This design comes from an exercise in tuning for small area on the open sky130 flow, not from production work.
RTL that was checked went through simulation tests only; none was proved equivalent to the original.
No functional check of the RTL was part of runs 2 and 3.
Power is estimated from default activity; no workload was simulated.

File: design.v
module NCO (clk, rst, step, out);
input clk;
input rst;
input [15:0] step;
output [15:0] out;
reg [7:0] pl;
reg cy;
reg [7:0] sh;
reg [7:0] addr;
reg r1;
wire [8:0] lo_c;
wire [7:0] lo_s;
assign lo_c[0] = 1'b0;
assign lo_s[0] = pl[0] ^ step[0] ^ lo_c[0];
assign lo_c[1] = (pl[0] & step[0]) | (lo_c[0] & (pl[0] ^ step[0]));
assign lo_s[1] = pl[1] ^ step[1] ^ lo_c[1];
assign lo_c[2] = (pl[1] & step[1]) | (lo_c[1] & (pl[1] ^ step[1]));
assign lo_s[2] = pl[2] ^ step[2] ^ lo_c[2];
assign lo_c[3] = (pl[2] & step[2]) | (lo_c[2] & (pl[2] ^ step[2]));
assign lo_s[3] = pl[3] ^ step[3] ^ lo_c[3];
assign lo_c[4] = (pl[3] & step[3]) | (lo_c[3] & (pl[3] ^ step[3]));
assign lo_s[4] = pl[4] ^ step[4] ^ lo_c[4];
assign lo_c[5] = (pl[4] & step[4]) | (lo_c[4] & (pl[4] ^ step[4]));
assign lo_s[5] = pl[5] ^ step[5] ^ lo_c[5];
assign lo_c[6] = (pl[5] & step[5]) | (lo_c[5] & (pl[5] ^ step[5]));
assign lo_s[6] = pl[6] ^ step[6] ^ lo_c[6];
assign lo_c[7] = (pl[6] & step[6]) | (lo_c[6] & (pl[6] ^ step[6]));
assign lo_s[7] = pl[7] ^ step[7] ^ lo_c[7];
assign lo_c[8] = (pl[7] & step[7]) | (lo_c[7] & (pl[7] ^ step[7]));
wire [8:0] hi_c;
wire [7:0] hi_s;
assign hi_c[0] = cy;
assign hi_s[0] = addr[0] ^ sh[0] ^ hi_c[0];
assign hi_c[1] = (addr[0] & sh[0]) | (hi_c[0] & (addr[0] ^ sh[0]));
assign hi_s[1] = addr[1] ^ sh[1] ^ hi_c[1];
assign hi_c[2] = (addr[1] & sh[1]) | (hi_c[1] & (addr[1] ^ sh[1]));
assign hi_s[2] = addr[2] ^ sh[2] ^ hi_c[2];
assign hi_c[3] = (addr[2] & sh[2]) | (hi_c[2] & (addr[2] ^ sh[2]));
assign hi_s[3] = addr[3] ^ sh[3] ^ hi_c[3];
assign hi_c[4] = (addr[3] & sh[3]) | (hi_c[3] & (addr[3] ^ sh[3]));
assign hi_s[4] = addr[4] ^ sh[4] ^ hi_c[4];
assign hi_c[5] = (addr[4] & sh[4]) | (hi_c[4] & (addr[4] ^ sh[4]));
assign hi_s[5] = addr[5] ^ sh[5] ^ hi_c[5];
assign hi_c[6] = (addr[5] & sh[5]) | (hi_c[5] & (addr[5] ^ sh[5]));
assign hi_s[6] = addr[6] ^ sh[6] ^ hi_c[6];
assign hi_c[7] = (addr[6] & sh[6]) | (hi_c[6] & (addr[6] ^ sh[6]));
assign hi_s[7] = addr[7] ^ sh[7] ^ hi_c[7];
assign hi_c[8] = (addr[7] & sh[7]) | (hi_c[7] & (addr[7] ^ sh[7]));
always @(posedge clk) begin
    r1 <= rst;
    cy <= lo_c[8];
    sh <= step[15:8];
    if (rst)
        pl <= 8'd0;
    else
        pl <= lo_s;
    if (rst | r1)
        addr <= 8'd0;
    else
        addr <= hi_s;
end
wire [5:0] k = addr[5:0];
wire kz = |k;
reg [5:0] bk;
reg bx, by;
always @(posedge clk) begin
    bk <= addr[6] ? 6'd0 - k : k;
    bx <= addr[7] & (addr[6] | kz);
    by <= addr[6] & ~kz;
end
wire [13:0] q;
nco_rom rom (.k(bk), .q(q));
wire xn = bx & (|bk);
wire [5:0] nz;
assign nz[0] = 1'b0;
assign nz[1] = q[0];
assign nz[2] = nz[1] | q[1];
assign nz[3] = nz[2] | q[2];
assign nz[4] = nz[3] | q[3];
assign nz[5] = nz[4] | q[4];
assign out[5:0] = q[5:0] ^ ({6{bx}} & nz);
assign out[13:6] = q[13:6] ^ {8{xn}};
assign out[14] = bx | by;
assign out[15] = bx;
endmodule
module nco_rom (k, q);
input [5:0] k;
output [13:0] q;
  wire new_n21, new_n22, new_n23, new_n24, new_n25, new_n26, new_n28,
    new_n29, new_n30, new_n31, new_n32, new_n33, new_n34, new_n35, new_n36,
    new_n37, new_n39, new_n40, new_n41, new_n42, new_n43, new_n44, new_n45,
    new_n46, new_n47, new_n48, new_n49, new_n50, new_n51, new_n52, new_n54,
    new_n55, new_n56, new_n57, new_n58, new_n59, new_n60, new_n61, new_n62,
    new_n63, new_n64, new_n65, new_n66, new_n67, new_n68, new_n69, new_n70,
    new_n71, new_n72, new_n73, new_n74, new_n75, new_n76, new_n77, new_n78,
    new_n79, new_n80, new_n81, new_n82, new_n83, new_n84, new_n85, new_n86,
    new_n87, new_n88, new_n89, new_n90, new_n92, new_n93, new_n94, new_n95,
    new_n96, new_n97, new_n98, new_n99, new_n100, new_n101, new_n102,
    new_n103, new_n104, new_n105, new_n106, new_n107, new_n108, new_n109,
    new_n110, new_n111, new_n112, new_n113, new_n114, new_n116, new_n117,
    new_n118, new_n119, new_n120, new_n121, new_n122, new_n123, new_n124,
    new_n125, new_n126, new_n127, new_n128, new_n129, new_n130, new_n131,
    new_n132, new_n133, new_n134, new_n135, new_n136, new_n137, new_n138,
    new_n139, new_n141, new_n142, new_n143, new_n144, new_n145, new_n146,
    new_n147, new_n148, new_n149, new_n150, new_n151, new_n152, new_n154,
    new_n155, new_n156, new_n157, new_n158, new_n159, new_n160, new_n161,
    new_n162, new_n163, new_n164, new_n165, new_n166, new_n167, new_n168,
    new_n169, new_n171, new_n172, new_n173, new_n174, new_n175, new_n176,
    new_n177, new_n178, new_n179, new_n180, new_n181, new_n182, new_n184,
    new_n185, new_n186, new_n187, new_n188, new_n189, new_n190, new_n191,
    new_n192, new_n193, new_n194, new_n195, new_n196, new_n197, new_n198,
    new_n199, new_n200, new_n202, new_n203, new_n204, new_n205, new_n206,
    new_n207, new_n208, new_n209, new_n210, new_n211, new_n212, new_n213,
    new_n214, new_n215, new_n216, new_n217, new_n218, new_n219, new_n220,
    new_n221, new_n222, new_n224, new_n225, new_n226, new_n227, new_n228,
    new_n229, new_n230, new_n231, new_n232, new_n233, new_n234, new_n236,
    new_n237, new_n238, new_n239, new_n240, new_n241, new_n242, new_n243,
    new_n244, new_n245, new_n246, new_n247, new_n248, new_n249, new_n250,
    new_n251, new_n253, new_n254, new_n255, new_n256, new_n257, new_n258,
    new_n259, new_n260, new_n261, new_n262, new_n263, new_n264, new_n265,
    new_n266, new_n267;
  assign new_n21 = ~k[5] & k[2];
  assign new_n22 = ~k[3] & k[1];
  assign new_n23 = new_n21 & new_n22;
  assign new_n24 = k[4] & new_n23;
  assign new_n25 = k[4] & k[3];
  assign new_n26 = ~k[5] & ~new_n25;
  assign q[13] = new_n24 | ~new_n26;
  assign new_n28 = ~k[4] & k[3];
  assign new_n29 = ~k[5] & ~new_n28;
  assign new_n30 = k[5] & k[3];
  assign new_n31 = k[1] & k[0];
  assign new_n32 = ~k[2] & ~new_n31;
  assign new_n33 = ~new_n30 & new_n32;
  assign new_n34 = ~new_n29 & ~new_n33;
  assign new_n35 = k[2] & k[1];
  assign new_n36 = k[4] & ~k[3];
  assign new_n37 = ~new_n35 & new_n36;
  assign q[12] = new_n34 | new_n37;
  assign new_n39 = k[5] & ~k[2];
  assign new_n40 = ~new_n21 & ~new_n39;
  assign new_n41 = new_n28 & ~new_n40;
  assign new_n42 = ~k[5] & new_n35;
  assign new_n43 = ~k[4] & ~k[3];
  assign new_n44 = ~new_n39 & new_n43;
  assign new_n45 = ~new_n42 & new_n44;
  assign new_n46 = ~new_n41 & ~new_n45;
  assign new_n47 = ~k[2] & new_n31;
  assign new_n48 = ~k[4] & new_n47;
  assign new_n49 = ~k[5] & ~k[2];
  assign new_n50 = new_n25 & new_n49;
  assign new_n51 = ~new_n24 & ~new_n50;
  assign new_n52 = ~new_n48 & new_n51;
  assign q[11] = new_n46 & new_n52;
  assign new_n54 = new_n46 & new_n48;
  assign new_n55 = k[4] & k[1];
  assign new_n56 = ~k[0] & new_n55;
  assign new_n57 = k[2] & new_n56;
  assign new_n58 = ~k[5] & new_n57;
  assign new_n59 = ~new_n54 & ~new_n58;
  assign new_n60 = k[4] & ~k[1];
  assign new_n61 = ~k[1] & ~k[0];
  assign new_n62 = ~new_n60 & ~new_n61;
  assign new_n63 = k[3] & new_n21;
  assign new_n64 = k[2] & new_n28;
  assign new_n65 = ~k[2] & new_n36;
  assign new_n66 = ~new_n64 & ~new_n65;
  assign new_n67 = ~new_n63 & new_n66;
  assign new_n68 = ~new_n62 & ~new_n67;
  assign new_n69 = ~k[4] & new_n30;
  assign new_n70 = new_n35 & new_n69;
  assign new_n71 = ~k[5] & ~k[3];
  assign new_n72 = ~k[2] & ~k[1];
  assign new_n73 = ~new_n35 & ~new_n72;
  assign new_n74 = new_n71 & ~new_n73;
  assign new_n75 = k[5] & ~k[1];
  assign new_n76 = k[2] & new_n75;
  assign new_n77 = ~k[4] & new_n76;
  assign new_n78 = ~new_n74 & ~new_n77;
  assign new_n79 = ~new_n70 & new_n78;
  assign new_n80 = k[2] & ~k[0];
  assign new_n81 = k[1] & new_n43;
  assign new_n82 = new_n80 & new_n81;
  assign new_n83 = ~k[5] & ~new_n31;
  assign new_n84 = ~k[2] & ~k[0];
  assign new_n85 = new_n60 & new_n84;
  assign new_n86 = ~new_n22 & ~new_n85;
  assign new_n87 = new_n83 & ~new_n86;
  assign new_n88 = ~new_n82 & ~new_n87;
  assign new_n89 = new_n79 & new_n88;
  assign new_n90 = ~new_n68 & new_n89;
  assign q[10] = new_n59 & new_n90;
  assign new_n92 = k[5] & new_n31;
  assign new_n93 = ~new_n28 & ~new_n36;
  assign new_n94 = ~new_n29 & ~new_n93;
  assign new_n95 = ~new_n92 & ~new_n94;
  assign new_n96 = k[4] & ~new_n73;
  assign new_n97 = ~new_n95 & ~new_n96;
  assign new_n98 = ~new_n47 & ~new_n97;
  assign new_n99 = ~k[3] & ~new_n98;
  assign new_n100 = ~new_n57 & ~new_n92;
  assign new_n101 = new_n25 & new_n100;
  assign new_n102 = new_n21 & new_n101;
  assign new_n103 = ~new_n61 & new_n64;
  assign new_n104 = ~new_n74 & ~new_n103;
  assign new_n105 = ~new_n31 & ~new_n104;
  assign new_n106 = ~k[4] & k[1];
  assign new_n107 = ~new_n60 & ~new_n106;
  assign new_n108 = k[0] & new_n49;
  assign new_n109 = ~new_n107 & new_n108;
  assign new_n110 = ~k[4] & new_n61;
  assign new_n111 = ~new_n21 & new_n110;
  assign new_n112 = ~new_n109 & ~new_n111;
  assign new_n113 = ~new_n105 & new_n112;
  assign new_n114 = ~new_n102 & new_n113;
  assign q[9] = ~new_n99 & new_n114;
  assign new_n116 = ~new_n79 & new_n80;
  assign new_n117 = ~new_n43 & ~new_n116;
  assign new_n118 = new_n76 & new_n117;
  assign new_n119 = ~new_n85 & ~new_n106;
  assign new_n120 = ~k[5] & ~new_n119;
  assign new_n121 = ~new_n47 & ~new_n120;
  assign new_n122 = k[3] & ~new_n121;
  assign new_n123 = k[4] & ~new_n49;
  assign new_n124 = k[1] & ~new_n123;
  assign new_n125 = ~new_n75 & ~new_n124;
  assign new_n126 = ~k[3] & ~k[0];
  assign new_n127 = ~new_n125 & new_n126;
  assign new_n128 = ~new_n71 & ~new_n123;
  assign new_n129 = ~k[1] & k[0];
  assign new_n130 = ~new_n128 & new_n129;
  assign new_n131 = new_n39 & new_n110;
  assign new_n132 = ~k[4] & new_n80;
  assign new_n133 = k[4] & new_n30;
  assign new_n134 = ~new_n132 & ~new_n133;
  assign new_n135 = k[1] & ~new_n134;
  assign new_n136 = ~new_n131 & ~new_n135;
  assign new_n137 = ~new_n130 & new_n136;
  assign new_n138 = ~new_n127 & new_n137;
  assign new_n139 = ~new_n122 & new_n138;
  assign q[8] = new_n118 | ~new_n139;
  assign new_n141 = k[3] & ~new_n75;
  assign new_n142 = new_n59 & ~new_n141;
  assign new_n143 = new_n80 & ~new_n142;
  assign new_n144 = ~k[0] & ~new_n107;
  assign new_n145 = ~new_n92 & ~new_n144;
  assign new_n146 = k[3] & ~new_n145;
  assign new_n147 = ~k[4] & new_n71;
  assign new_n148 = ~new_n39 & new_n60;
  assign new_n149 = ~new_n65 & ~new_n148;
  assign new_n150 = ~new_n147 & new_n149;
  assign new_n151 = k[0] & ~new_n150;
  assign new_n152 = ~new_n146 & ~new_n151;
  assign q[7] = new_n143 | ~new_n152;
  assign new_n154 = ~new_n49 & ~new_n117;
  assign new_n155 = ~new_n35 & ~new_n39;
  assign new_n156 = new_n25 & ~new_n155;
  assign new_n157 = ~k[1] & new_n28;
  assign new_n158 = new_n49 & new_n157;
  assign new_n159 = k[1] & new_n39;
  assign new_n160 = ~new_n158 & ~new_n159;
  assign new_n161 = ~new_n156 & new_n160;
  assign new_n162 = ~k[0] & ~new_n161;
  assign new_n163 = new_n65 & ~new_n75;
  assign new_n164 = ~new_n25 & ~new_n55;
  assign new_n165 = k[0] & ~new_n164;
  assign new_n166 = ~new_n39 & ~new_n42;
  assign new_n167 = new_n165 & new_n166;
  assign new_n168 = ~new_n163 & ~new_n167;
  assign new_n169 = ~new_n162 & new_n168;
  assign q[6] = new_n154 | ~new_n169;
  assign new_n171 = new_n76 & ~new_n165;
  assign new_n172 = new_n84 & new_n157;
  assign new_n173 = new_n39 & new_n106;
  assign new_n174 = ~new_n23 & ~new_n173;
  assign new_n175 = ~new_n172 & new_n174;
  assign new_n176 = k[2] & k[0];
  assign new_n177 = ~k[3] & ~new_n176;
  assign new_n178 = ~new_n107 & new_n177;
  assign new_n179 = ~new_n39 & new_n55;
  assign new_n180 = ~new_n177 & new_n179;
  assign new_n181 = ~new_n178 & ~new_n180;
  assign new_n182 = new_n175 & new_n181;
  assign q[5] = new_n171 | ~new_n182;
  assign new_n184 = k[2] & new_n94;
  assign new_n185 = ~k[0] & ~new_n76;
  assign new_n186 = new_n36 & new_n49;
  assign new_n187 = ~new_n63 & ~new_n157;
  assign new_n188 = ~new_n186 & new_n187;
  assign new_n189 = new_n185 & new_n188;
  assign new_n190 = ~new_n184 & new_n189;
  assign new_n191 = new_n26 & new_n107;
  assign new_n192 = ~new_n22 & ~new_n133;
  assign new_n193 = ~new_n191 & new_n192;
  assign new_n194 = k[2] & ~new_n193;
  assign new_n195 = ~new_n26 & new_n33;
  assign new_n196 = ~k[4] & ~new_n64;
  assign new_n197 = ~new_n158 & new_n196;
  assign new_n198 = k[0] & ~new_n197;
  assign new_n199 = ~new_n195 & new_n198;
  assign new_n200 = ~new_n194 & new_n199;
  assign q[4] = ~new_n190 & ~new_n200;
  assign new_n202 = new_n73 & ~new_n81;
  assign new_n203 = ~k[5] & k[1];
  assign new_n204 = k[0] & ~new_n21;
  assign new_n205 = ~new_n203 & new_n204;
  assign new_n206 = ~new_n202 & new_n205;
  assign new_n207 = ~k[3] & k[2];
  assign new_n208 = new_n61 & new_n207;
  assign new_n209 = ~new_n111 & new_n208;
  assign new_n210 = ~new_n56 & ~new_n157;
  assign new_n211 = new_n39 & ~new_n210;
  assign new_n212 = ~new_n209 & ~new_n211;
  assign new_n213 = ~new_n206 & new_n212;
  assign new_n214 = k[0] & new_n36;
  assign new_n215 = ~new_n110 & ~new_n214;
  assign new_n216 = new_n83 & ~new_n124;
  assign new_n217 = new_n215 & new_n216;
  assign new_n218 = new_n94 & new_n129;
  assign new_n219 = ~new_n93 & new_n108;
  assign new_n220 = ~new_n70 & ~new_n219;
  assign new_n221 = ~new_n218 & new_n220;
  assign new_n222 = ~new_n217 & new_n221;
  assign q[1] = ~new_n213 | ~new_n222;
  assign new_n224 = new_n101 & ~q[1];
  assign new_n225 = new_n83 & ~new_n84;
  assign new_n226 = ~new_n68 & ~new_n225;
  assign new_n227 = ~k[4] & ~new_n226;
  assign new_n228 = ~new_n39 & new_n100;
  assign new_n229 = ~new_n61 & new_n93;
  assign new_n230 = ~new_n228 & ~new_n229;
  assign new_n231 = new_n44 & ~new_n80;
  assign new_n232 = ~new_n47 & ~new_n231;
  assign new_n233 = ~new_n230 & new_n232;
  assign new_n234 = ~new_n227 & new_n233;
  assign q[3] = ~new_n224 & new_n234;
  assign new_n236 = ~new_n123 & ~new_n207;
  assign new_n237 = k[0] & ~new_n35;
  assign new_n238 = ~new_n236 & new_n237;
  assign new_n239 = ~k[5] & ~new_n84;
  assign new_n240 = ~new_n215 & new_n239;
  assign new_n241 = ~new_n87 & ~new_n240;
  assign new_n242 = ~new_n238 & new_n241;
  assign new_n243 = ~new_n57 & ~new_n208;
  assign new_n244 = ~new_n21 & ~new_n44;
  assign new_n245 = ~new_n243 & new_n244;
  assign new_n246 = ~k[3] & new_n47;
  assign new_n247 = ~new_n30 & ~new_n106;
  assign new_n248 = new_n84 & ~new_n247;
  assign new_n249 = ~new_n158 & ~new_n248;
  assign new_n250 = ~new_n246 & new_n249;
  assign new_n251 = ~new_n245 & new_n250;
  assign q[2] = ~new_n242 | ~new_n251;
  assign new_n253 = new_n203 & q[3];
  assign new_n254 = ~new_n80 & ~new_n109;
  assign new_n255 = ~new_n118 & new_n254;
  assign new_n256 = new_n36 & ~new_n255;
  assign new_n257 = k[4] & new_n39;
  assign new_n258 = new_n107 & new_n176;
  assign new_n259 = ~new_n257 & ~new_n258;
  assign new_n260 = k[3] & ~new_n259;
  assign new_n261 = new_n244 & ~new_n257;
  assign new_n262 = new_n31 & ~new_n261;
  assign new_n263 = ~new_n69 & ~new_n75;
  assign new_n264 = ~k[0] & ~new_n263;
  assign new_n265 = ~new_n262 & ~new_n264;
  assign new_n266 = ~new_n260 & new_n265;
  assign new_n267 = ~new_n256 & new_n266;
  assign q[0] = new_n253 | ~new_n267;
endmodule
File: flow/run.sh
#!/bin/bash
# Own layout flow: the standard synthesis, then the combinational logic is
# re-mapped for area (flip-flops kept as synthesized), then the standard
# floorplan-to-finish with 1x port buffers. Each tool's output goes to a log here.
set -euo pipefail
HERE=$(pwd)
R=$HERE/orfs/results/$FLOW_PLATFORM/NCO/base
LIBF=$FLOW_HOME/platforms/$FLOW_PLATFORM/lib/sky130_fd_sc_hd__tt_025C_1v80.lib
export BUFFER_PORTS_ARGS="-buffer_cell sky130_fd_sc_hd__buf_1"
export CTS_ARGS="-sink_clustering_enable -repair_clock_nets -dont_use_dummy_load"

bash standard.sh synth > log_1_standard_synth.txt 2>&1
cp $R/1_2_yosys.v $HERE/synth_standard.v
LIB=$LIBF IN=$HERE/synth_standard.v OUT=$HERE/synth_reopt.v TOP=$FLOW_TOP \
  ABCSCRIPT=$HERE/flow/opt.abc yosys -c $HERE/flow/reopt.tcl > log_2_reopt.txt 2>&1
cp $HERE/synth_reopt.v $R/1_2_yosys.v
touch $R/1_2_yosys.v
bash standard.sh finish > log_3_standard_finish.txt 2>&1
File: flow/opt.abc
strash
dc2
&get -n
&deepsyn -T 60
&put
dch
map -D 1500
File: flow/reopt.tcl
# Re-map the combinational logic of a mapped netlist; flip-flop instances are kept as they are.
yosys -import
set lib $::env(LIB)
read_liberty -ignore_miss_func $lib
read_verilog $::env(IN)
hierarchy -top $::env(TOP)
# keep sequential cells as black boxes
foreach m [list sky130_fd_sc_hd__dfxtp_1 sky130_fd_sc_hd__dfxtp_2 sky130_fd_sc_hd__dfxtp_4 sky130_fd_sc_hd__conb_1] { catch { blackbox $m } }
flatten
opt_clean -purge
stat
# cells ABC may not use: the platform's don't-use cells and clock/delay cells
set dont_use {}
set fh [open $lib r]
foreach line [split [read $fh] "\n"] {
  if {[regexp {^\s*cell\s*\(\s*"?(sky130_fd_sc_hd__[A-Za-z0-9_]+)"?\s*\)} $line -> c]} {
    if {[regexp {lpflow|probe|clk|dly|buf_|bufinv|bufbuf|conb|decap|fill|tap|diode|ebuf|einv|mux4} $c]} { lappend dont_use -dont_use $c }
  }
}
close $fh
abc -script $::env(ABCSCRIPT) -liberty $lib {*}$dont_use
opt_clean -purge
hilomap -singleton -hicell sky130_fd_sc_hd__conb_1 HI -locell sky130_fd_sc_hd__conb_1 LO
insbuf -buf sky130_fd_sc_hd__buf_4 A X
splitnets
opt_clean -purge
tee -o $::env(OUT).stat stat -liberty $lib
write_verilog -noattr -nohex -nodec $::env(OUT)
File: standard.sh
#!/bin/bash
# synth_recipe.tcl (not shown) runs the flow's synth.tcl, then flattens the netlist and writes it again
# the make line also repeats each setting of config.mk as NAME=value (left out here)
make -C /OpenROAD-flow-scripts/flow DESIGN_CONFIG=/design/flow/config.mk WORK_HOME=/design/flow/orfs CLKGATE_MAP_FILE= SYNTH_SCRIPT=/design/flow/synth_recipe.tcl "${@:-finish}"
File: config.mk
export PLATFORM = sky130hd
export DESIGN_NAME = NCO
export DESIGN_NICKNAME = NCO
export VERILOG_FILES = /design/flow/design.v
export SDC_FILE = /design/flow/constraint.sdc
export NUM_CORES = 8
export LEC_CHECK = 0
export CAP_MARGIN = 0
export CORE_MARGIN = 2
export CORE_UTILIZATION = 70
export GPL_TIMING_DRIVEN = 0
export SLEW_MARGIN = 0
File: constraint.sdc
create_clock -name core_clock -period 4.0 [get_ports {clk}]
set_input_delay 0.8000 -clock core_clock [delete_from_list [all_inputs] [get_ports {clk}]]
set_output_delay 0.8000 -clock core_clock [all_outputs]
set_load 0.01 [all_outputs]
==> results.tsv, run 1 <==
stage	metric	value	unit
floorplanning	Core Region	3080	um2
min_path	Hold Path Class	reg -> reg	
global_routing	global-route wire length before repair	10100	um
final_layout	n_diodes	0	
run	Maximum Capacitance Violations	0	
status	status	complete, no violations	
placement	total of buffers placed on input and output ports	33	
clocking	number of sinks on the clock net	34	
detailed_routing	total iterations of the first detailed-routing run	13	
placement	total cell area at the placement stage	2450	um2
floorplanning	num ports	34	
pwr	LEAKAGE	1.24	nW
sta	worst hold margin	0.439	ns
logic_synthesis	YS warnings	1	
final_layout	area taken by multi-input logic gates	1460	um2
critical_path	reg2reg path depth	10	
logic_synthesis	Post-Syn Nets	366	
sta	total count of max-transition violations in the final report	0	
floorplanning	Chip Width	61.0	um
logic_synthesis	Netlist Area Pre-Place	2270	um2
detailed_routing	wire length per cell	15.4	um
critical_path	nature of the critical path startpoint	flip-flop	
final_layout	Register Area	701	um2
global_routing	largest net degree at the start of global routing	18	
critical_path	standard cell with the maximum stage delay on the critical path	sky130_fd_sc_hd__dfxtp_2	
final_layout	nets@finish	421	
global_routing	total routing resource utilization after global routing	37.3	%
pwr	Sequential Power Share	36.9	%
final_layout	utilization after layout	87.5	%
sta	worst slew margin relative to its limit	63.9	%
placement	worst-case setup slack after placement	-0.382	ns
critical_path	crit path capture type	output pin	
logic_synthesis	post-synthesis average cell area	6.54	um2
clocking	clock latency (worst-skew pair)	0.32	ns
pwr	internal power consumption	668	uW
sta	number of setup violations in the final report	0	
detailed_routing	Antenna Nets Post-Route	0	
critical_path	start of the worst register-to-register path	addr[0]	
pwr	combinational power share	50.5	%
critical_path	terminus of the critical flop-to-flop path	addr[7]	
clocking	CTS Hold Bufs	0	
critical_path	crit path kind	reg -> out	
clocking	Clock Pin Slew Worst Setup and Hold Paths	0.09	ns
detailed_routing	First DRT Iteration DRCs	916	
sta	final worst-path cycle share	96.8	%
min_path	launch instance of the worst min-delay path	addr[0]	
sta	shortest clock period the worst path allows after layout	3.87	ns
global_routing	number of antenna violations at the first check in global routing	0	
critical_path	required time worst endpoint	3.20	ns
floorplanning	num rows	20	
critical_path	Arrival @ worst endpoint	3.07	ns
sta	slew at the pin closest to its max-slew limit	0.541	ns
floorplanning	die footprint	3720	um2
placement	weighted congestion at the end of routability-driven global placement	1.23	
clocking	CTS max path bufs	2	
pwr	clock network fraction of design power	12.6	%
placement	detailed placement HPWL	4360	um
pwr	P per Cell Area	449	nW/um2
logic_synthesis	number of standard cells after synthesis	348	
pwr	net switching power figure	541	uW
floorplanning	vertical die dimension	61.0	um
sta	Worst Slack Setup Final	0.129	ns
detailed_routing	Routed WL	6840	um
min_path	number of instances on the worst hold path	0	
critical_path	top cell family by delay on the critical path	compound AO/OA/AOI/OAI gates	
critical_path	crit path max fanout	15	
sta	maximum frequency from static timing analysis	0.258	GHz
pwr	Switching Fraction	44.7	%
critical_path	delay of the slowest cell on the worst path	0.53	ns
global_routing	via count of the first global-routing pass	2270	
floorplanning	Starting Density	73.9	%
min_path	hold-critical path endpoint	bk[0]	
pwr	VDD IR max	355	uV
detailed_routing	routed via count	2746	
clocking	clock tree from TritonCTS	built	
sta	final total negative setup slack	0	ns
clocking	root cell of the clock tree	sky130_fd_sc_hd__clkbuf_4	
clocking	number of levels in the clock H-tree	2	
detailed_routing	vias per cell	6.17	
sta	Final Hold Viols	0	
detailed_routing	number of remaining DRC errors	0	
sta	setup skew after layout	0.0109	ns
final_layout	area grow syn2layout	18.4	%
critical_path	sequence of cells on the critical path	inv_1, nor2_2, nor2_1, a21oi_1, o21ai_0, o2111ai_1, a21oi_1, nor2_1, a21oi_2, a21oi_4, buf_12, xor2_1, buf_1	
final_layout	area of all placed cells without fillers	2690	um2
final_layout	number of filler instances in the final layout	176	
global_routing	global route overflow	0	
critical_path	CP bufs+invs	3	
clocking	cts bufs inserted	5	
critical_path	setup slack of the most critical reg-to-reg path	1.36	ns
final_layout	share of cells above drive strength 1	12.5	%
==> how the worst max path moves through the flow <==
stage,to,from,cells after the start
2_1_floorplan,out[5],bk[4],14
3_3_place_gp,out[5],bk[4],16
3_5_place_dp,out[5],bk[4],16
4_1_cts,out[10],bk[0],14
5_1_grt,out[9],bk[5],14
6_report,out[11],bk[2],13
==> metal layers <==
metal / global-route usage (%) / routed length, um
met1: 42.2 / 2380
met2: 60.5 / 3050
met3: 13.9 / 839
met4: 20.8 / 574
met5: 0 / 0
==> registers in the layout (all words and copies together) (netlist names) <==
signal	count
addr	8
bk	6
bx	1
by	1
cy	1
pl	8
r1	1
sh	8
==> worst register-to-register path, stage by stage (launching register included) <==
cell                       delay (ns)
sky130_fd_sc_hd__dfxtp_1         0.37
sky130_fd_sc_hd__maj3_1          0.41
sky130_fd_sc_hd__maj3_1          0.38
sky130_fd_sc_hd__maj3_1          0.39
sky130_fd_sc_hd__nand2_1         0.10
sky130_fd_sc_hd__a21boi_0        0.12
sky130_fd_sc_hd__o21ai_0         0.22
sky130_fd_sc_hd__nand2_1         0.13
sky130_fd_sc_hd__o21bai_1        0.21
sky130_fd_sc_hd__a21oi_1         0.11
sky130_fd_sc_hd__o21a_1          0.11
==> layout make-up <==
cell class | count | area share [%]
tap | 44 | 2.04
inverter | 46 | 6.83
sequential | 34 | 26.0
clock buffer | 5 | 1.39
multi-input combinational | 267 | 54.3
buffer | 1 | 0.279
timing repair buffer | 47 | 8.88
timing repair inverter | 1 | 0.279
==> metrics by stage <==
stage | instances | power (mW)
2_1_floorplan | 348 | 0.818
3_3_place_gp | 425 | 0.949
3_5_place_dp | 425 | 0.963
4_1_cts | 431 | 1.13
5_1_grt | 445 | 1.29
6_report | 445 | 1.21
==> cell usage in the layout (no fill, tap or decap), types with 2 or more instances in the layout <==
cell,instances
sky130_fd_sc_hd__nor2_2,3
sky130_fd_sc_hd__buf_4,13
sky130_fd_sc_hd__a22oi_1,2
sky130_fd_sc_hd__o21ai_0,25
sky130_fd_sc_hd__a211oi_1,2
sky130_fd_sc_hd__o2111ai_1,3
sky130_fd_sc_hd__maj3_1,4
sky130_fd_sc_hd__a21oi_1,37
sky130_fd_sc_hd__nand2_1,54
sky130_fd_sc_hd__o311ai_0,2
sky130_fd_sc_hd__xor2_1,16
sky130_fd_sc_hd__a31oi_1,3
sky130_fd_sc_hd__inv_1,43
sky130_fd_sc_hd__nor2_1,45
sky130_fd_sc_hd__or2_2,4
sky130_fd_sc_hd__o22ai_1,2
sky130_fd_sc_hd__clkinvlp_4,4
sky130_fd_sc_hd__nand3_1,13
sky130_fd_sc_hd__nand4_1,2
sky130_fd_sc_hd__dfxtp_4,5
sky130_fd_sc_hd__xnor2_1,10
sky130_fd_sc_hd__a21boi_0,2
sky130_fd_sc_hd__nor3_1,16
sky130_fd_sc_hd__clkbuf_4,5
sky130_fd_sc_hd__nand2_2,4
sky130_fd_sc_hd__dfxtp_1,28
sky130_fd_sc_hd__buf_1,33
==> power by group through the flow <==
stage          logic [mW]  registers, mW  clock network, mW
5_1_grt             0.672          0.452              0.165
3_5_place_dp        0.522          0.441                  0
6_report            0.610          0.446              0.152
2_1_floorplan       0.393          0.425                  0
4_1_cts             0.534          0.435              0.156
3_3_place_gp        0.511          0.438                  0
==> repair_timing <==
| action | in CTS | in global routing |
|---|---|---|
| endpoints found under the hold margin | 0 | 0 |
| endpoints found under the setup margin | 9 | 11 |
| gates resized for setup | 7 | 22 |
| gates cloned | 0 | 1 |
| setup buffers | 1 | 13 |
==> run 2: changes to the inputs <==
--- a/design.v
+++ b/design.v
@@ -61,14 +61,11 @@
 end
-wire [5:0] k = addr[5:0];
-wire kz = |k;
-reg [5:0] bk;
-reg bx, by;
-always @(posedge clk) begin
-    bk <= addr[6] ? 6'd0 - k : k;
-    bx <= addr[7] & (addr[6] | kz);
-    by <= addr[6] & ~kz;
-end
+wire m = addr[6];
+wire sg = addr[7];
+wire kz = |addr[5:0];
+wire [5:0] k = m ? 6'd0 - addr[5:0] : addr[5:0];
+wire pk = m & ~kz;                
+wire neg = sg & (m | kz);         
 wire [13:0] q;
-nco_rom rom (.k(bk), .q(q));
-wire xn = bx & (|bk);
+nco_rom rom (.k(k), .q(q));
+wire xn = neg & kz;
 wire [5:0] nz;
@@ -80,6 +77,9 @@
 assign nz[5] = nz[4] | q[4];
-assign out[5:0] = q[5:0] ^ ({6{bx}} & nz);
-assign out[13:6] = q[13:6] ^ {8{xn}};
-assign out[14] = bx | by;
-assign out[15] = bx;
+reg [15:0] out;
+always @(posedge clk) begin
+    out[5:0] <= q[5:0] ^ ({6{neg}} & nz);
+    out[13:6] <= q[13:6] ^ {8{xn}};
+    out[14] <= neg | pk;
+    out[15] <= neg;
+end
 endmodule
==> flow/opt.abc (replaced) <==
strash
dc2
&get -n
&deepsyn -T 60
&put
dch
amap
==> run 2 against run 1 <==
Still clean. Sequential share of layout area up 4.3 points. Global-route usage fell by 2.4 points. Critical path depth up 9. Non-clock buffer count decreased by 7. Area after synthesis increased by 5.4%. Routed wire length rose by 0.69%. First-iteration DRC count decreased by 22%. Combinational power rose by 23%. Design area is 3.3% higher. Sequential power up 24%. Setup slack better by 0.097 ns. Critical path type is now reg -> reg.
==> results.tsv, run 2 <==
stage	metric	value	unit	change
final_layout	highest-count cells in the layout ignoring fill and taps	sky130_fd_sc_hd__nor2_1 (101), sky130_fd_sc_hd__dfxtp_1 (41), sky130_fd_sc_hd__nand2_1 (39)		
logic_synthesis	post-synthesis average cell area	6.41	um2	-1.9%
global_routing	global route overflow	0		unchanged
floorplanning	die footprint	3910	um2	+5.1%
clocking	CTS max path bufs	2		unchanged
sta	Final Hold Viols	0		unchanged
clocking	number of levels in the clock H-tree	2		unchanged
status	status	complete, no violations		
final_layout	most flop-heavy register	out		
floorplanning	num ports	34		unchanged
final_layout	area taken by multi-input logic gates	1520	um2	+4.3%
critical_path	nature of the critical path startpoint	flip-flop		
global_routing	largest net degree at the start of global routing	16		-2
floorplanning	vertical die dimension	62.5	um	+2.5%
clocking	Clock Pin Slew Worst Setup and Hold Paths	0.12	ns	+0.03 ns
critical_path	terminus of the critical flop-to-flop path	out[8]		
sta	setup skew after layout	0.0170	ns	+0.00612 ns
critical_path	reg2reg path depth	22		+12
placement	weighted congestion at the end of routability-driven global placement	1.10		-11%
min_path	Hold Path Class	reg -> reg		
final_layout	n_diodes	0		unchanged
detailed_routing	routed via count	2950		+7.4%
run	Maximum Capacitance Violations	0		unchanged
detailed_routing	Routed WL	6880	um	+0.69%
pwr	VDD IR max	356	uV	+0.23%
clocking	root cell of the clock tree	sky130_fd_sc_hd__clkbuf_4		
sta	maximum frequency from static timing analysis	0.265	GHz	+2.6%
sta	worst hold margin	0.508	ns	+0.0694 ns
critical_path	required time worst endpoint	4.22	ns	+1.02 ns
final_layout	share of cells above drive strength 1	7.86	%	-4.6 points
sta	shortest clock period the worst path allows after layout	3.77	ns	-0.0973 ns
logic_synthesis	Post-Syn Nets	392		+7.1%
min_path	launch instance of the worst min-delay path	pl[0]		
global_routing	total routing resource utilization after global routing	34.9	%	-2.4 points
logic_synthesis	number of standard cells after synthesis	374		+7.5%
global_routing	number of antenna violations at the first check in global routing	0		unchanged
logic_synthesis	YS warnings	1		unchanged
global_routing	via count of the first global-routing pass	2638		+16%
floorplanning	Chip Width	62.5	um	+2.5%
clocking	clock tree from TritonCTS	built		
min_path	number of instances on the worst hold path	2		+2
logic_synthesis	Netlist Area Pre-Place	2400	um2	+5.4%
detailed_routing	Antenna Nets Post-Route	0		unchanged
floorplanning	num rows	21		+5.0%
detailed_routing	number of remaining DRC errors	0		unchanged
detailed_routing	First DRT Iteration DRCs	714		-22%
final_layout	leading cell type in the layout, fill and taps excluded	sky130_fd_sc_hd__nor2_1		
clocking	number of sinks on the clock net	42		+24%
clocking	cts bufs inserted	5		unchanged
global_routing	global-route wire length before repair	11100	um	+9.2%
floorplanning	Starting Density	72.4	%	-1.5 points
sta	number of setup violations in the final report	0		unchanged
final_layout	utilization after layout	84.0	%	-3.5 points
sta	final worst-path cycle share	94.3	%	-2.4 points
final_layout	number of filler instances in the final layout	225		+28%
final_layout	flip-flop count of the largest register after layout	16		
sta	total count of max-transition violations in the final report	0		unchanged
critical_path	crit path max fanout	15		unchanged
placement	detailed placement HPWL	4840	um	+11%
detailed_routing	total iterations of the first detailed-routing run	8		-5
sta	worst slew margin relative to its limit	55.7	%	-8.1 points
final_layout	nets@finish	440		+4.5%
clocking	clock latency (worst-skew pair)	0.36	ns	+0.04 ns
critical_path	setup slack of the most critical reg-to-reg path	0.23	ns	-1.13 ns
pwr	LEAKAGE	1.13	nW	-9.3%
sta	slew at the pin closest to its max-slew limit	0.656	ns	+0.116 ns
critical_path	Arrival @ worst endpoint	4.00	ns	+0.93 ns
pwr	Pwr Total	1.48	mW	+22%
final_layout	area grow syn2layout	16.0	%	
critical_path	crit path kind	reg -> reg		
placement	total of buffers placed on input and output ports	33		unchanged
pwr	P per Cell Area	532	nW/um2	+19%
min_path	hold-critical path endpoint	pl[0]		
floorplanning	Core Region	3310	um2	+7.6%
detailed_routing	vias per cell	6.33		+2.6%
final_layout	Register Area	845	um2	+21%
critical_path	crit path capture type	flip-flop		
critical_path	start of the worst register-to-register path	addr[0]		
detailed_routing	wire length per cell	14.8	um	-3.8%
run 2: metrics by stage:
step           area [um2]  instances  setup WS [ns]  setup TNS [ns]
3_5_place_dp         2580        453          -1.00           -4.42
5_1_grt              2780        466        -0.0594         -0.0594
3_3_place_gp         2580        453          -1.01           -4.56
4_1_cts              2660        458         0.0162               0
6_report             2780        466          0.226               0
2_1_floorplan        2400        374          0.274               0
run 2: worst max path at each step:
stage / startpoint / endpoint / slack (ns) / cells after the start
after floorplan: addr[0] / out[8] / 0.27 / 22
after global placement: addr[0] / out[8] / -1.01 / 20
after detailed placement: addr[0] / out[8] / -1.00 / 20
after CTS: addr[0] / out[8] / 0.02 / 22
after global routing: addr[0] / out[8] / -0.06 / 23
final: addr[0] / out[8] / 0.23 / 22
run 2: layout make-up:
cell class / instances / share of cell area (%)
Sequential cell: 42 / 30.4
Clock buffer: 5 / 1.35
Timing Repair Buffer: 41 / 6.61
Multi-Input combinational cell: 297 / 54.8
Inverter: 35 / 4.81
Tap cell: 46 / 2.07
run 2: routing by layer:
metal / part of all wire, % / vias to the layer above / global-route usage [%]
met5: 0 / - / 0
met4: 6.4 / 0 / 17.5
met3: 12 / 69 / 10.1
met2: 46 / 253 / 58.1
met1: 36 / 1227 / 40.8
li1: - / 1401 / -
run 2: report_power, final:
| part | internal, mW | leakage (nW) | switching (mW) |
|---|---|---|---|
| Sequential | 0.511 | 0.351 | 0.0402 |
| Combinational | 0.259 | 0.752 | 0.489 |
| Clock | 0.0589 | 0.0230 | 0.123 |
| Total | 0.829 | 1.13 | 0.652 |
run 2: critical path, cell delays in order (launching register included):
cell                       delay [ns]
sky130_fd_sc_hd__dfxtp_4         0.43
sky130_fd_sc_hd__nor2_4          0.16
sky130_fd_sc_hd__inv_1           0.15
sky130_fd_sc_hd__nor2_4          0.16
sky130_fd_sc_hd__nand2_2         0.13
sky130_fd_sc_hd__or3_4           0.41
sky130_fd_sc_hd__o21ai_4         0.16
sky130_fd_sc_hd__inv_4           0.14
sky130_fd_sc_hd__nor2_4          0.18
sky130_fd_sc_hd__inv_1           0.13
sky130_fd_sc_hd__nor2_1          0.19
sky130_fd_sc_hd__nor3_1          0.08
sky130_fd_sc_hd__a21oi_2         0.16
sky130_fd_sc_hd__o21ai_1         0.12
sky130_fd_sc_hd__o2111a_1        0.16
sky130_fd_sc_hd__o21ai_2         0.11
sky130_fd_sc_hd__o21ai_1         0.12
sky130_fd_sc_hd__inv_1           0.13
sky130_fd_sc_hd__nor2_1          0.06
sky130_fd_sc_hd__nand2_1         0.08
sky130_fd_sc_hd__o21ai_0         0.09
sky130_fd_sc_hd__a21oi_2         0.20
sky130_fd_sc_hd__o21ai_0         0.09
run 2: repair_timing:
item / 4_1_cts / 5_1_grt
setup buffers: 0 / 8
resized for setup: 18 / 18
setup endpoints to repair: 10 / 5
pin swaps: 1 / 2
hold buffers: 0 / 0
==> run 3: changes to the inputs <==
--- a/flow/run.sh
+++ b/flow/run.sh
@@ -9,3 +9,2 @@
 export BUFFER_PORTS_ARGS="-buffer_cell sky130_fd_sc_hd__buf_1"
-export CTS_ARGS="-sink_clustering_enable -repair_clock_nets -dont_use_dummy_load"
 
--- a/config.mk
+++ b/config.mk
@@ -9,3 +9,3 @@
 export CORE_MARGIN = 2
-export CORE_UTILIZATION = 70
+export CORE_UTILIZATION = 40
 export GPL_TIMING_DRIVEN = 0
==> run 3 against run 2 <==
Flip-flop and latch count unchanged. Clock power increased by 120%. Clock skew decreased by 0.0087 ns. Design area increased by 5.0%. Clock-buffer cell count unchanged. Sequential power decreased by 0.7%. First-iteration DRC count decreased by 45%. Die area increased by 70%.
==> results.tsv, run 3 <==
stage	metric	value	unit	change
clocking	cts bufs inserted	5		unchanged
critical_path	crit path max fanout	15		unchanged
pwr	Switching Fraction	39.5	%	-4.5 points
placement	total cell area at the placement stage	2620	um2	+1.7%
final_layout	nets@finish	441		+0.23%
critical_path	standard cell with the maximum stage delay on the critical path	sky130_fd_sc_hd__dfxtp_4		
detailed_routing	vias per cell	5.44		-14%
final_layout	area grow syn2layout	21.8	%	
critical_path	reg2reg path depth	22		unchanged
critical_path	required time worst endpoint	4.19	ns	-0.03 ns
clocking	clock tree from TritonCTS	built		
critical_path	delay of the slowest cell on the worst path	0.42	ns	about the same
floorplanning	vertical die dimension	81.4	um	+30%
min_path	hold-critical path endpoint	pl[0]		
clocking	clock latency (worst-skew pair)	0.30	ns	-0.06 ns
floorplanning	Core Region	5850	um2	+77%
global_routing	total routing resource utilization after global routing	21.7	%	-13 points
clocking	number of levels in the clock H-tree	2		unchanged
sta	Final Hold Viols	0		unchanged
final_layout	leading cell type in the layout, fill and taps excluded	sky130_fd_sc_hd__nor2_1		
global_routing	largest net degree at the start of global routing	16		unchanged
floorplanning	num rows	28		+33%
detailed_routing	total iterations of the first detailed-routing run	6		-2
run	Maximum Capacitance Violations	0		unchanged
final_layout	area of all placed cells without fillers	2920	um2	+5.0%
critical_path	crit path capture type	flip-flop		
critical_path	CP bufs+invs	3		-1
final_layout	flip-flop count of the largest register after layout	16		unchanged
clocking	CTS max path bufs	2		unchanged
critical_path	top cell family by delay on the critical path	simple AND/OR/NAND/NOR gates		
placement	worst-case setup slack after placement	-1.24	ns	-0.236 ns
critical_path	setup slack of the most critical reg-to-reg path	0.33	ns	+0.10 ns
min_path	Hold Path Class	reg -> reg		
detailed_routing	wire length per cell	13.7	um	-7.1%
global_routing	global route overflow	0		unchanged
pwr	P per Cell Area	575	nW/um2	+8.0%
pwr	VDD IR max	231	uV	-35%
clocking	CTS Hold Bufs	0		unchanged
pwr	Sequential Power Share	32.6	%	-4.6 points
clocking	root cell of the clock tree	sky130_fd_sc_hd__clkbuf_8		
pwr	combinational power share	43.2	%	-7.3 points
critical_path	crit path kind	reg -> reg		
sta	worst slew margin relative to its limit	57.3	%	+1.5 points
critical_path	start of the worst register-to-register path	addr[0]		
sta	shortest clock period the worst path allows after layout	3.67	ns	-0.104 ns
critical_path	cell type with the highest occurrence count on the critical path	sky130_fd_sc_hd__o21ai_1		
critical_path	terminus of the critical flop-to-flop path	out[8]		
pwr	Pwr Total	1.68	mW	+13%
detailed_routing	Routed WL	6850	um	-0.54%
final_layout	n_diodes	0		unchanged
sta	total count of max-transition violations in the final report	0		unchanged
logic_synthesis	post-synthesis average cell area	6.41	um2	unchanged
critical_path	Arrival @ worst endpoint	3.86	ns	-0.14 ns
pwr	clock network fraction of design power	24.3	%	+12 points
min_path	launch instance of the worst min-delay path	pl[0]		
pwr	net switching power figure	664	uW	+1.9%
detailed_routing	number of remaining DRC errors	0		unchanged
logic_synthesis	Netlist Area Pre-Place	2400	um2	unchanged
min_path	number of instances on the worst hold path	2		unchanged
sta	slew at the pin closest to its max-slew limit	0.641	ns	-0.0149 ns
critical_path	nature of the critical path startpoint	flip-flop		
final_layout	highest-count cells in the layout ignoring fill and taps	sky130_fd_sc_hd__nor2_1 (102), sky130_fd_sc_hd__dfxtp_1 (41), sky130_fd_sc_hd__nand2_1 (39)		
placement	total of buffers placed on input and output ports	33		unchanged
sta	maximum frequency from static timing analysis	0.272	GHz	+2.8%
pwr	internal power consumption	1.02	mW	+23%
sta	number of setup violations in the final report	0		unchanged
pwr	LEAKAGE	1.17	nW	+3.6%
floorplanning	num ports	34		unchanged
clocking	Clock Pin Slew Worst Setup and Hold Paths	0.09	ns	-0.03 ns
detailed_routing	Antenna Nets Post-Route	0		unchanged
detailed_routing	First DRT Iteration DRCs	394		-45%
global_routing	via count of the first global-routing pass	2360		-11%
logic_synthesis	YS warnings	1		unchanged
critical_path	sequence of cells on the critical path	nor2_4, inv_1, nor2_4, nand2_2, nor2_2, a21oi_4, buf_4, nand2_1, nor2_1, nor3_1, a21oi_2, o21ai_1, o2111a_1, o21ai_1, o21ai_1, inv_1, nor2_1, nand2_1, o21ai_1, a21oi_1, nand2_1, o21ai_0		
floorplanning	Starting Density	41.0	%	-31 points
sta	setup skew after layout	0.00836	ns	-0.00868 ns
global_routing	global-route wire length before repair	10900	um	-1.6%
floorplanning	Chip Width	81.4	um	+30%
floorplanning	die footprint	6630	um2	+70%
sta	final worst-path cycle share	91.7	%	-2.6 points
logic_synthesis	Post-Syn Nets	392		unchanged
logic_synthesis	number of standard cells after synthesis	374		unchanged
clocking	number of sinks on the clock net	42		unchanged
global_routing	number of antenna violations at the first check in global routing	0		unchanged
final_layout	share of cells above drive strength 1	8.02	%	+0.16 points
placement	detailed placement HPWL	5030	um	+3.9%
final_layout	most flop-heavy register	out		
placement	weighted congestion at the end of routability-driven global placement	0.970		-12%
sta	worst hold margin	0.494	ns	-0.0147 ns
detailed_routing	routed via count	2717		-7.9%
sta	Worst Slack Setup Final	0.330	ns	+0.104 ns
status	status	complete, no violations		
[run 3: changes by cell type in the layout (fill, tap and decap cells not counted), sizes merged]
cell and delta:
bufinv +2, buf +1, clkinv +1, clkinvlp +1, inv -1
[run 3: final cells by class]
class / count / area [um2]
Sequential cell: 42 / 845
Clock buffer: 5 / 68.8
Fill cell: 618 / 2930
Inverter: 35 / 138
Timing Repair Buffer: 42 / 191
Tap cell: 75 / 93.8
Clock inverter: 3 / 68.8
Multi-Input combinational cell: 297 / 1520
[run 3: worst max-delay path by stage]
stage,start,to,depth (start not counted)
after global routing,addr[6],out[8],20
after floorplan,addr[0],out[8],22
after detailed placement,addr[0],out[8],22
after CTS,addr[0],out[5],17
final,addr[0],out[8],22
after global placement,addr[0],out[8],20
[run 3: metal layers]
layer / wire length, um / GRT usage (%) / vias to the layer above
met5: 0 / 0 / -
met4: 313 / 13.1 / 0
met3: 562 / 4.18 / 35
met2: 3140 / 34.6 / 143
met1: 2840 / 27.0 / 1137
li1: - / - / 1402
[run 3: what timing repair did]
| action | 4_1_cts | 5_1_grt |
|---|---|---|
| cloned | 0 | 0 |
| gates resized for setup | 21 | 14 |
| pin swaps | 1 | 1 |
| setup endpoints to repair | 12 | 5 |
| buffers inserted | 1 | 7 |
[run 3: worst min-delay path, stage by stage, from the launching register on]
cell                      delay, ns
sky130_fd_sc_hd__dfxtp_1       0.31
sky130_fd_sc_hd__nor2_1        0.09
sky130_fd_sc_hd__nor3_1        0.05
[run 3: power groups by stage]
stage / logic, mW / clock network, mW / registers, mW
global placement: 0.647 / 0 / 0.554
floorplan: 0.419 / 0 / 0.590
CTS: 0.669 / 0.412 / 0.547
detailed placement: 0.635 / 0 / 0.556
finish: 0.725 / 0.408 / 0.547
global route: 0.813 / 0.428 / 0.560
[run 3: stage by stage]
step,utilization [%],TNS [ns],instances
after floorplan,-,0,374
after global placement,44.7,-9.02,482
after detailed placement,44.8,-6.55,483
after CTS,48.2,0,492
after global routing,49.9,-0.0198,499
final,49.9,0,499

port drivers added, routing unchanged:
In the flow no input, the clock included, has a driving cell. The finished layouts below were timed again as built, in two steps. Step 1, drivers: a clkbuf_16 drives clk and a buf_2 each remaining input, both assumed. Step 2 adds t to the input delays and takes it off the output delays; t is the mean of the earliest and latest rising clock arrival at the registers after step 1. Input paths then give back, and output paths get back, about the clock's delay inside the block. Three values: ideal, step 1, step 2; two values: the first two.
| run | shift t [ns] | setup slack, ns | worst setup path at the end | slew at the worst register clock pin (ns) |
|---|---|---|---|---|
| run 1 | 0.334 | 0.129 / 0.107 / 0.441 | register to output | 0.09 / 0.09 |
| run 2 | 0.369 | 0.226 / 0.226 / 0.226 | register to register | 0.12 / 0.12 |
| run 3 | 0.326 | 0.330 / 0.330 / 0.330 | register to register | 0.09 / 0.09 |
After both steps setup and hold are still met in every run listed.
